Context: an optimization exercise on an open-source flow, tuned for small area and a short achievable clock period. The choices shown serve that exercise and are no tape-out recipe. At most, simulation tests tie the RTL to the original design; equivalence was not proved. The clock port is modelled as an ideal driver, which makes a skipped or thinned clock tree look cheaper than it is; a real chip needs a root buffer or a tree.

==> inputs of 10-10 <==
Design fir_filter, start of the top module:
module fir_filter (
    data_in, data_out, clk, rst
);
    output [17:0] data_out;
    input  [7:0]  data_in;
    input         clk, rst;
    wire [7:0] d = data_in;
    reg  [7:0]  x1n;
    reg  [7:0]  x2;
    reg  [7:0]  x3n;
    reg  [7:0]  x4;
    reg  [7:0]  x5n;
    reg  [7:0]  x6;
    reg  [7:0]  x7;
    reg  [17:0] s;
    wire p1, p2;
    ha u_p1 (.a(x2[0]), .b(x4[0]), .s(p1), .co(p2));
    wire p3, p4;
    fa u_p3 (.a(x2[1]), .b(x4[1]), .c(x6[1]), .s(p3), .co(p4));
    wire p5, p6;
    fa u_p5 (.a(x2[2]), .b(x4[2]), .c(x6[2]), .s(p5), .co(p6));
    wire p7, p8;
    fa u_p7 (.a(x2[3]), .b(x4[3]), .c(x6[3]), .s(p7), .co(p8));
    wire p9, p10;
    fa u_p9 (.a(x2[4]), .b(x4[4]), .c(x6[4]), .s(p9), .co(p10));
    wire p11, p12;
    fa u_p11 (.a(x2[5]), .b(x4[5]), .c(x6[5]), .s(p11), .co(p12));
    wire p13, p14;
    fa u_p13 (.a(x2[6]), .b(x4[6]), .c(x6[6]), .s(p13), .co(p14));
    wire p15, p16;
  ...
Settings: LEC_CHECK=0, CAP_MARGIN=20, CORE_MARGIN=2, CORE_UTILIZATION=65, SETUP_SLACK_MARGIN=3.5, SLEW_MARGIN=20, SYNTH_HIERARCHICAL=1; clock period 11.0 ns.
standard.sh (not shown) runs the stock make flow with config.mk's settings and CLKGATE_MAP_FILE= SYNTH_SCRIPT=/design/flow/synth_recipe.tcl, a recipe that flattens the netlist after the stock synthesis.
==> flow/flow/run.sh <==
#!/bin/bash
# Layout flow: the standard ORFS flow (standard.sh, unchanged synthesis),
# with these layout changes:
#  - ports are buffered with the smallest buffer (repair_timing upsizes the
#    ones on critical paths) instead of the delay cell buffer_ports picks;
#  - the clock tree is a root buffer and two leaf buffers (flow/cts_tree.tcl,
#    sourced before the CTS step) instead of TritonCTS's 9-buffer H-tree.
# Each tool's output is in this folder's orfs/logs; the make output is in
# flow.log.
set -euo pipefail
here=$(cd "$(dirname "$0")" && pwd)
export BUFFER_PORTS_ARGS="-buffer_cell sky130_fd_sc_hd__buf_1"
export PRE_CTS_TCL="$here/cts_tree.tcl"
export CTS_NLEAF=4
export CTS_ROOT_CELL=sky130_fd_sc_hd__clkbuf_8
export CTS_LEAF_CELL=sky130_fd_sc_hd__clkbuf_8
bash standard.sh finish > flow.log 2>&1
Other scripts of this flow, unchanged in this note and not shown: flow/flow/cts_tree.tcl
==> inputs of 03-21, as changes to 10-10 <==
--- a/flow/flow/run.sh
+++ b/flow/flow/run.sh
@@ -4,5 +4,5 @@
 #  - ports are buffered with the smallest buffer (repair_timing upsizes the
 #    ones on critical paths) instead of the delay cell buffer_ports picks;
-#  - the clock tree is a root buffer and two leaf buffers (flow/cts_tree.tcl,
+#  - the clock tree is a root buffer and four leaf buffers (flow/cts_tree.tcl,
 #    sourced before the CTS step) instead of TritonCTS's 9-buffer H-tree.
 # Each tool's output is in this folder's orfs/logs; the make output is in
==> results list <==
- DRT Pass-1 Iters: 4
* Biggest area consumer among cell classes: multi-input gates
* Post-CTS setup buffer count: 4
- Initial antenna violation count: 0
- Mean Syn Cell Area: 12.5 um2
* CP Cell Sequence: buf_6 > ha_4 > fa_1 > fa_1 > ha_1 > nand2_2 > o21ai_4 > nor3_4 > a211oi_4 > a211oi_2 > nor2b_1 > ha_2 > xor2_1 > buf_2
- Cell area after technology mapping: between 4000 and 5000 um2
- Post-layout min period: ~7.3 ns
- The layer flagged by global routing as most heavily used is met2.
* Status: complete, no violations
- After synthesis, the share of cell area in mux cells is 0%.
- The congestion estimate from routability-driven global placement came to 0.860.
- CP endpoint kind: output port
- IO buf count: 27
- In the synthesized netlist the dominant register cell turns out to be dfxtp_1.
- The most critical setup path has its endpoint at data_out[17].
* Global Route met2 Usage: around two fifths
(the above is from 10-10)
==> results list <==
- Biggest area consumer among cell classes: multi-input gates
- Initial antenna violation count: 0
* CP endpoint kind: output port
- Top_reg_cell synth: dfxtp_1
- Global routing's busiest layer: met2
- Status: complete, no violations
* Mux share of post-synthesis cell area: 0%
* Mean Syn Cell Area: between 10 and 15 um2
- Post-layout min period: 7.34 ns
- The critical path goes through buf_6 > ha_4 > fa_1 > fa_1 > ha_1 > nand2_2 > o21ai_4 > nor3_4 > a211oi_4 > a211oi_2 > nor2b_1 > ha_2 > xor2_1 > buf_2.
- DRT Pass-1 Iters: 4
* RD Place Congestion: 0.860
(the above is from 03-21)
In every run of this note, the design's own scripts or RTL, not TritonCTS, make the clock network.

==> try-fjord <==
==> flow/design.v <==
module fir_filter (
    data_in, data_out, clk, rst
);
    output [17:0] data_out;
    input  [7:0]  data_in;
    input         clk, rst;
    wire [7:0] d = data_in;
    reg  [7:0]  x1, x2, x3, x4, x5, x6, x7;
    reg  [17:0] r;
    wire [17:0] r_next;
    wire p1, p2;
    fa u_p1 (.a(x2[0]), .b(x4[0]), .c(x6[0]), .s(p1), .co(p2));
    wire p3, p4;
    fa u_p3 (.a(x2[1]), .b(x4[1]), .c(x6[1]), .s(p3), .co(p4));
    wire p5, p6;
    fa u_p5 (.a(x2[2]), .b(x4[2]), .c(x6[2]), .s(p5), .co(p6));
    wire p7, p8;
    fa u_p7 (.a(x2[3]), .b(x4[3]), .c(x6[3]), .s(p7), .co(p8));
    wire p9, p10;
    fa u_p9 (.a(x2[4]), .b(x4[4]), .c(x6[4]), .s(p9), .co(p10));
    wire p11, p12;
    fa u_p11 (.a(x2[5]), .b(x4[5]), .c(x6[5]), .s(p11), .co(p12));
    wire p13, p14;
    fa u_p13 (.a(x2[6]), .b(x4[6]), .c(x6[6]), .s(p13), .co(p14));
    wire p15, p16;
    fa u_p15 (.a(x2[7]), .b(x4[7]), .c(x6[7]), .s(p15), .co(p16));
    wire [9:0] P = {1'b0, p16, p14, p12, p10, p8, p6, p4, p2, p1} + {1'b0, 1'b0, p15, p13, p11, p9, p7, p5, p3, 1'b0};
    wire t1 = ~(~P[0] ^ ~x3[0]);
    wire t2 = ~P[0] | ~x3[0];
    wire t3 = ~(~P[1] ^ ~x3[1]);
    wire t4 = ~P[1] | ~x3[1];
    wire t5, t6;
    fa u_t5 (.a(x7[1]), .b(t2), .c(t3), .s(t5), .co(t6));
    wire t7, t8;
    fa u_t7 (.a(~P[2]), .b(~x3[2]), .c(x7[2]), .s(t7), .co(t8));
    wire t9, t10;
    fa u_t9 (.a(x7[0]), .b(t4), .c(t7), .s(t9), .co(t10));
    wire t11, t12;
    fa u_t11 (.a(~P[3]), .b(~x3[3]), .c(x7[3]), .s(t11), .co(t12));
    wire t13, t14;
    fa u_t13 (.a(x7[1]), .b(t8), .c(t11), .s(t13), .co(t14));
    wire t15, t16;
    fa u_t15 (.a(P[0]), .b(~P[4]), .c(~x3[4]), .s(t15), .co(t16));
    wire t17, t18;
    fa u_t17 (.a(x7[4]), .b(x7[2]), .c(x7[0]), .s(t17), .co(t18));
    wire t19, t20;
    fa u_t19 (.a(t12), .b(t15), .c(t17), .s(t19), .co(t20));
    wire t21, t22;
    fa u_t21 (.a(P[1]), .b(~P[5]), .c(~x3[5]), .s(t21), .co(t22));
    wire t23, t24;
    fa u_t23 (.a(x7[5]), .b(x7[3]), .c(x7[1]), .s(t23), .co(t24));
    wire t25, t26;
    fa u_t25 (.a(t16), .b(t18), .c(t21), .s(t25), .co(t26));
    wire t27, t28;
    fa u_t27 (.a(t23), .b(t20), .c(t25), .s(t27), .co(t28));
    wire t29, t30;
    fa u_t29 (.a(P[0]), .b(P[2]), .c(~P[6]), .s(t29), .co(t30));
    wire t31, t32;
    fa u_t31 (.a(~x3[6]), .b(x7[6]), .c(x7[4]), .s(t31), .co(t32));
    wire t33, t34;
    fa u_t33 (.a(x7[2]), .b(x7[0]), .c(t22), .s(t33), .co(t34));
    wire t35, t36;
    fa u_t35 (.a(t24), .b(t29), .c(t31), .s(t35), .co(t36));
    wire t37, t38;
    fa u_t37 (.a(t26), .b(t33), .c(t35), .s(t37), .co(t38));
    wire t39, t40;
    fa u_t39 (.a(P[1]), .b(P[3]), .c(~P[7]), .s(t39), .co(t40));
    wire t41, t42;
    fa u_t41 (.a(~x3[7]), .b(x7[7]), .c(x7[5]), .s(t41), .co(t42));
    wire t43, t44;
    fa u_t43 (.a(x7[3]), .b(x7[1]), .c(t30), .s(t43), .co(t44));
    wire t45, t46;
    fa u_t45 (.a(t32), .b(t39), .c(t41), .s(t45), .co(t46));
    wire t47, t48;
    fa u_t47 (.a(t34), .b(t36), .c(t43), .s(t47), .co(t48));
    wire t49, t50;
    fa u_t49 (.a(t45), .b(t38), .c(t47), .s(t49), .co(t50));
    wire t51, t52;
    fa u_t51 (.a(P[2]), .b(P[4]), .c(~P[8]), .s(t51), .co(t52));
    wire t53, t54;
    fa u_t53 (.a(x3[0]), .b(x7[6]), .c(x7[4]), .s(t53), .co(t54));
    wire t55, t56;
    fa u_t55 (.a(x7[2]), .b(t40), .c(t42), .s(t55), .co(t56));
    wire t57, t58;
    fa u_t57 (.a(t51), .b(t53), .c(t44), .s(t57), .co(t58));
    wire t59, t60;
    fa u_t59 (.a(t46), .b(t55), .c(t48), .s(t59), .co(t60));
    wire t61, t62;
    fa u_t61 (.a(t57), .b(t50), .c(t59), .s(t61), .co(t62));
    wire t63 = ~(P[3] ^ P[5]);
    wire t64 = P[3] | P[5];
    wire t65, t66;
    fa u_t65 (.a(~P[9]), .b(x3[1]), .c(x7[7]), .s(t65), .co(t66));
    wire t67, t68;
    fa u_t67 (.a(x7[5]), .b(x7[3]), .c(t63), .s(t67), .co(t68));
    wire t69, t70;
    fa u_t69 (.a(t52), .b(t54), .c(t65), .s(t69), .co(t70));
    wire t71, t72;
    fa u_t71 (.a(t67), .b(t56), .c(t69), .s(t71), .co(t72));
    wire t73, t74;
    fa u_t73 (.a(t58), .b(t71), .c(t60), .s(t73), .co(t74));
    wire t75, t76;
    fa u_t75 (.a(P[4]), .b(P[6]), .c(x3[2]), .s(t75), .co(t76));
    wire t77, t78;
    fa u_t77 (.a(x7[6]), .b(x7[4]), .c(t64), .s(t77), .co(t78));
    wire t79, t80;
    fa u_t79 (.a(t66), .b(t75), .c(t68), .s(t79), .co(t80));
    wire t81, t82;
    fa u_t81 (.a(t77), .b(t70), .c(t79), .s(t81), .co(t82));
    wire t83, t84;
    fa u_t83 (.a(t72), .b(t81), .c(t74), .s(t83), .co(t84));
    wire t85 = ~(P[5] ^ P[7]);
    wire t86 = P[5] | P[7];
    wire t87, t88;
    fa u_t87 (.a(x3[3]), .b(x7[7]), .c(x7[5]), .s(t87), .co(t88));
    wire t89, t90;
    fa u_t89 (.a(t85), .b(t76), .c(t87), .s(t89), .co(t90));
    wire t91, t92;
    fa u_t91 (.a(t78), .b(t89), .c(t80), .s(t91), .co(t92));
    wire t93, t94;
    fa u_t93 (.a(t82), .b(t91), .c(t84), .s(t93), .co(t94));
    wire t95 = ~(P[6] ^ P[8]);
    wire t96 = P[6] | P[8];
    wire t97, t98;
    fa u_t97 (.a(x3[4]), .b(x7[6]), .c(t86), .s(t97), .co(t98));
    wire t99, t100;
    fa u_t99 (.a(t95), .b(t88), .c(t97), .s(t99), .co(t100));
    wire t101, t102;
    fa u_t101 (.a(t90), .b(t99), .c(t92), .s(t101), .co(t102));
    wire t103 = ~(P[7] ^ P[9]);
    wire t104 = P[7] | P[9];
    wire t105, t106;
    fa u_t105 (.a(x3[5]), .b(x7[7]), .c(t96), .s(t105), .co(t106));
    wire t107, t108;
    fa u_t107 (.a(t103), .b(t98), .c(t105), .s(t107), .co(t108));
    wire t109, t110;
    fa u_t109 (.a(t100), .b(t107), .c(t102), .s(t109), .co(t110));
    wire t111 = ~(P[8] ^ x3[6]);
    wire t112 = P[8] | x3[6];
    wire t113, t114;
    fa u_t113 (.a(t104), .b(t111), .c(t106), .s(t113), .co(t114));
    wire t115, t116;
    fa u_t115 (.a(t108), .b(t113), .c(t110), .s(t115), .co(t116));
    wire t117 = ~(P[9] ^ x3[7]);
    wire t118 = P[9] | x3[7];
    wire t119, t120;
    fa u_t119 (.a(t112), .b(t117), .c(t114), .s(t119), .co(t120));
    wire t121 = ~(t118 ^ t120);
    wire t122 = t118 | t120;
    wire [17:0] r_next_w = {1'b1, t121, t119, t115, t109, t101, t93, t83, t62, t61, t49, t28, t27, t14, t10, t6, t5, x7[0]} + {t122, 1'b0, t116, 1'b0, 1'b0, t94, 1'b0, 1'b0, t73, 1'b0, 1'b0, t37, 1'b0, t19, t13, t9, 1'b0, t1};
    assign r_next = r_next_w;
    wire o1, o2;
    fa u_o1 (.a(r[0]), .b(~x1[0]), .c(d[0]), .s(o1), .co(o2));
    wire o3, o4;
    fa u_o3 (.a(r[1]), .b(~x1[1]), .c(d[1]), .s(o3), .co(o4));
    wire o5, o6;
    fa u_o5 (.a(r[2]), .b(~x1[2]), .c(d[2]), .s(o5), .co(o6));
    wire o7, o8;
    fa u_o7 (.a(d[0]), .b(o4), .c(o5), .s(o7), .co(o8));
    wire o9, o10;
    fa u_o9 (.a(r[3]), .b(~x1[3]), .c(d[3]), .s(o9), .co(o10));
    wire o11, o12;
    fa u_o11 (.a(d[1]), .b(o6), .c(o9), .s(o11), .co(o12));
    wire o13, o14;
    fa u_o13 (.a(r[4]), .b(x1[0]), .c(~x1[4]), .s(o13), .co(o14));
    wire o15, o16;
    fa u_o15 (.a(o13), .b(d[4]), .c(d[2]), .s(o15), .co(o16));
    wire o17, o18;
    fa u_o17 (.a(d[0]), .b(o10), .c(o15), .s(o17), .co(o18));
    wire o19, o20;
    fa u_o19 (.a(r[5]), .b(x1[1]), .c(~x1[5]), .s(o19), .co(o20));
    wire o21, o22;
    fa u_o21 (.a(o14), .b(o19), .c(d[5]), .s(o21), .co(o22));
    wire o23, o24;
    fa u_o23 (.a(d[3]), .b(d[1]), .c(o16), .s(o23), .co(o24));
    wire o25, o26;
    fa u_o25 (.a(o21), .b(o18), .c(o23), .s(o25), .co(o26));
    wire o27, o28;
    fa u_o27 (.a(r[6]), .b(x1[0]), .c(x1[2]), .s(o27), .co(o28));
    wire o29, o30;
    fa u_o29 (.a(~x1[6]), .b(o27), .c(o20), .s(o29), .co(o30));
    wire o31, o32;
    fa u_o31 (.a(o29), .b(d[6]), .c(d[4]), .s(o31), .co(o32));
    wire o33, o34;
    fa u_o33 (.a(d[2]), .b(d[0]), .c(o22), .s(o33), .co(o34));
    wire o35, o36;
    fa u_o35 (.a(o31), .b(o24), .c(o33), .s(o35), .co(o36));
    wire o37, o38;
    fa u_o37 (.a(r[7]), .b(x1[1]), .c(x1[3]), .s(o37), .co(o38));
    wire o39, o40;
    fa u_o39 (.a(~x1[7]), .b(o28), .c(o37), .s(o39), .co(o40));
    wire o41, o42;
    fa u_o41 (.a(o39), .b(o30), .c(d[7]), .s(o41), .co(o42));
    wire o43, o44;
    fa u_o43 (.a(d[5]), .b(d[3]), .c(d[1]), .s(o43), .co(o44));
    wire o45, o46;
    fa u_o45 (.a(o32), .b(o41), .c(o43), .s(o45), .co(o46));
    wire o47, o48;
    fa u_o47 (.a(o34), .b(o45), .c(o36), .s(o47), .co(o48));
    wire o49, o50;
    fa u_o49 (.a(r[8]), .b(x1[2]), .c(x1[4]), .s(o49), .co(o50));
    wire o51, o52;
    fa u_o51 (.a(o38), .b(o49), .c(o40), .s(o51), .co(o52));
    wire o53, o54;
    fa u_o53 (.a(o51), .b(d[6]), .c(d[4]), .s(o53), .co(o54));
    wire o55, o56;
    fa u_o55 (.a(d[2]), .b(o42), .c(o44), .s(o55), .co(o56));
    wire o57, o58;
    fa u_o57 (.a(o53), .b(o46), .c(o55), .s(o57), .co(o58));
    wire o59, o60;
    fa u_o59 (.a(r[9]), .b(x1[3]), .c(x1[5]), .s(o59), .co(o60));
    wire o61, o62;
    fa u_o61 (.a(o50), .b(o59), .c(o52), .s(o61), .co(o62));
    wire o63, o64;
    fa u_o63 (.a(d[7]), .b(d[5]), .c(d[3]), .s(o63), .co(o64));
    wire o65, o66;
    fa u_o65 (.a(o61), .b(o54), .c(o63), .s(o65), .co(o66));
    wire o67, o68;
    fa u_o67 (.a(o56), .b(o65), .c(o58), .s(o67), .co(o68));
    wire o69, o70;
    fa u_o69 (.a(r[10]), .b(x1[4]), .c(x1[6]), .s(o69), .co(o70));
    wire o71, o72;
    fa u_o71 (.a(o60), .b(o69), .c(d[6]), .s(o71), .co(o72));
    wire o73, o74;
    fa u_o73 (.a(d[4]), .b(o62), .c(o64), .s(o73), .co(o74));
    wire o75, o76;
    fa u_o75 (.a(o71), .b(o66), .c(o73), .s(o75), .co(o76));
    wire o77, o78;
    fa u_o77 (.a(r[11]), .b(x1[5]), .c(x1[7]), .s(o77), .co(o78));
    wire o79, o80;
    fa u_o79 (.a(o70), .b(o77), .c(d[7]), .s(o79), .co(o80));
    wire o81, o82;
    fa u_o81 (.a(d[5]), .b(o72), .c(o79), .s(o81), .co(o82));
    wire o83, o84;
    fa u_o83 (.a(o74), .b(o81), .c(o76), .s(o83), .co(o84));
    wire o85, o86;
    fa u_o85 (.a(r[12]), .b(x1[6]), .c(o78), .s(o85), .co(o86));
    wire o87, o88;
    fa u_o87 (.a(o85), .b(d[6]), .c(o80), .s(o87), .co(o88));
    wire o89, o90;
    fa u_o89 (.a(o82), .b(o87), .c(o84), .s(o89), .co(o90));
    wire o91, o92;
    fa u_o91 (.a(r[13]), .b(x1[7]), .c(o86), .s(o91), .co(o92));
    wire o93, o94;
    fa u_o93 (.a(o91), .b(d[7]), .c(o88), .s(o93), .co(o94));
    wire o95, o96;
    fa u_o95 (.a(r[14]), .b(o92), .c(o94), .s(o95), .co(o96));
    assign data_out = {r[17], r[16], r[15], o95, o93, o89, o83, o75, o67, o57, o47, o26, o25, o12, o8, o7, o2, o1} + {1'b0, 1'b0, o96, 1'b0, o90, 1'b0, 1'b0, o68, 1'b0, o48, 1'b0, o35, 1'b0, o17, o11, 1'b0, o3, 1'b0};
    always @(posedge clk)
        if (rst) begin
            x1 <= 8'd0; x2 <= 8'd0; x3 <= 8'd0; x4 <= 8'd0;
            x5 <= 8'd0; x6 <= 8'd0; x7 <= 8'd0;
            r <= 18'd261889;
        end else begin
            x1 <= d; x2 <= x1; x3 <= x2; x4 <= x3;
            x5 <= x4; x6 <= x5; x7 <= x6;
            r <= r_next;
        end
endmodule
module fa (input a, input b, input c, output s, output co);
    assign s = a ^ b ^ c;
    assign co = (a & b) | (a & c) | (b & c);
endmodule
module ha (input a, input b, output s, output co);
    assign s = a ^ b;
    assign co = a & b;
endmodule
==> flow/run.sh <==
#!/bin/bash
# synth_recipe.tcl (not shown) runs the flow's synth.tcl, then flattens the netlist and writes it again
# the make line also repeats each setting of config.mk as NAME=value (left out here)
make -C /OpenROAD-flow-scripts/flow DESIGN_CONFIG=/design/flow/config.mk WORK_HOME=/design/flow/orfs CLKGATE_MAP_FILE= SYNTH_SCRIPT=/design/flow/synth_recipe.tcl finish
==> flow/config.mk <==
export PLATFORM = sky130hd
export DESIGN_NAME = fir_filter
export DESIGN_NICKNAME = fir_filter
export VERILOG_FILES = /design/flow/design.v
export SDC_FILE = /design/flow/constraint.sdc
export NUM_CORES = 4
export LEC_CHECK = 0
export CAP_MARGIN = 20
export CORE_MARGIN = 2
export CORE_UTILIZATION = 65
export CTS_BUF_LIST = sky130_fd_sc_hd__clkbuf_4 sky130_fd_sc_hd__clkbuf_8
export SLEW_MARGIN = 20
export SYNTH_HIERARCHICAL = 1
==> flow/constraint.sdc <==
create_clock -name core_clock -period 11.0 [get_ports {clk}]
set_input_delay 2.2000 -clock core_clock [delete_from_list [all_inputs] [get_ports {clk}]]
set_output_delay 2.2000 -clock core_clock [all_outputs]
set_load 0.01 [all_outputs]
==> try-tundra (differences from try-fjord) <==
Settings changed: SETUP_SLACK_MARGIN from default to 3.5.
==> try-harbor (differences from try-fjord) <==
Settings changed: CORE_UTILIZATION 65 to 40, CTS_BUF_LIST sky130_fd_sc_hd__clkbuf_4 sky130_fd_sc_hd__clkbuf_8 to default.
==> summary.txt <==
* Met3 Use GR at 0.0276
* ClkCell Share at 0.0456
* Dpl cells at 671
* Crit path launch: data_in[5]
* Dpl cell area at 0.00602 mm²
* Area grow syn2layout at 13.5%
* Worst-skew pair later-pin latency at 0.33 ns
* GRT Util Overall at 0.158
* M1 GR Usage at 0.208
* Area occupied by multi-input gates at 0.00389 mm²
* Vias at 3293
* Status: no timing/DRC/antenna violations
* GPL Wtd Cong at 0.844
Source of the figures above: try-harbor

==> summary.txt <==
* Dpl cells at 596
* Worst-skew pair later-pin latency at 0.36 ns
* M1 GR Usage at 0.302
* Area grow syn2layout at 11.1%
* Area occupied by multi-input gates at 0.00389 mm²
* GPL Wtd Cong at 0.878
* GRT Util Overall at 0.245
* Dpl cell area at 0.00592 mm²
* Status: no timing/DRC/antenna violations
* Met3 Use GR at 0.0497
* Vias at 3352
Source of the figures above: try-fjord

==> summary.txt <==
* Area occupied by multi-input gates at 0.00399 mm²
* Worst-skew pair later-pin latency at 0.36 ns
* GRT Util Overall at 0.252
* GPL Wtd Cong at 0.901
* ClkCell Share at 0.0391
* Dpl cells at 596
* Status: no timing/DRC/antenna violations
* Met3 Use GR at 0.0372
* Area grow syn2layout at 12.9%
* M1 GR Usage at 0.309
* Vias at 3357
* Synth Area in XOR/XNOR at 0.0442
Source of the figures above: try-tundra

Function was not checked in any run of this note: the RTL went through the layout flow alone.

[what the ideal ports hide]
In the flow no input, the clock included, has a driving cell. The finished layouts below were timed again as built, in two steps. Step 1 assumes that a clkbuf_16 drives the clock port and a buf_2 every other input. Step 2, shift: input delay + t, output delay - t, t = (earliest + latest rising clock arrival at the registers) / 2. This alone moves slack from input paths to output paths. a / b / c = ideal ports / drivers / drivers and shift; a / b = the first two.
| run | t, ns | setup WS [ns] | worst slew at a driven data input, ns |
|---|---|---|---|
| 10-10 | 0.360 | 3.662 / 3.632 / 3.376 | 0.04 |
| 03-21 | 0.360 | 3.662 / 3.632 / 3.376 | 0.04 |
| try-fjord | 0.382 | 2.293 / 2.261 / 2.261 | 0.04 |
| try-tundra | 0.382 | 3.485 / 3.462 / 3.462 | 0.04 |
| try-harbor | 0.359 | 2.287 / 2.260 / 2.260 | 0.03 |
After both steps every run listed still meets setup and hold.
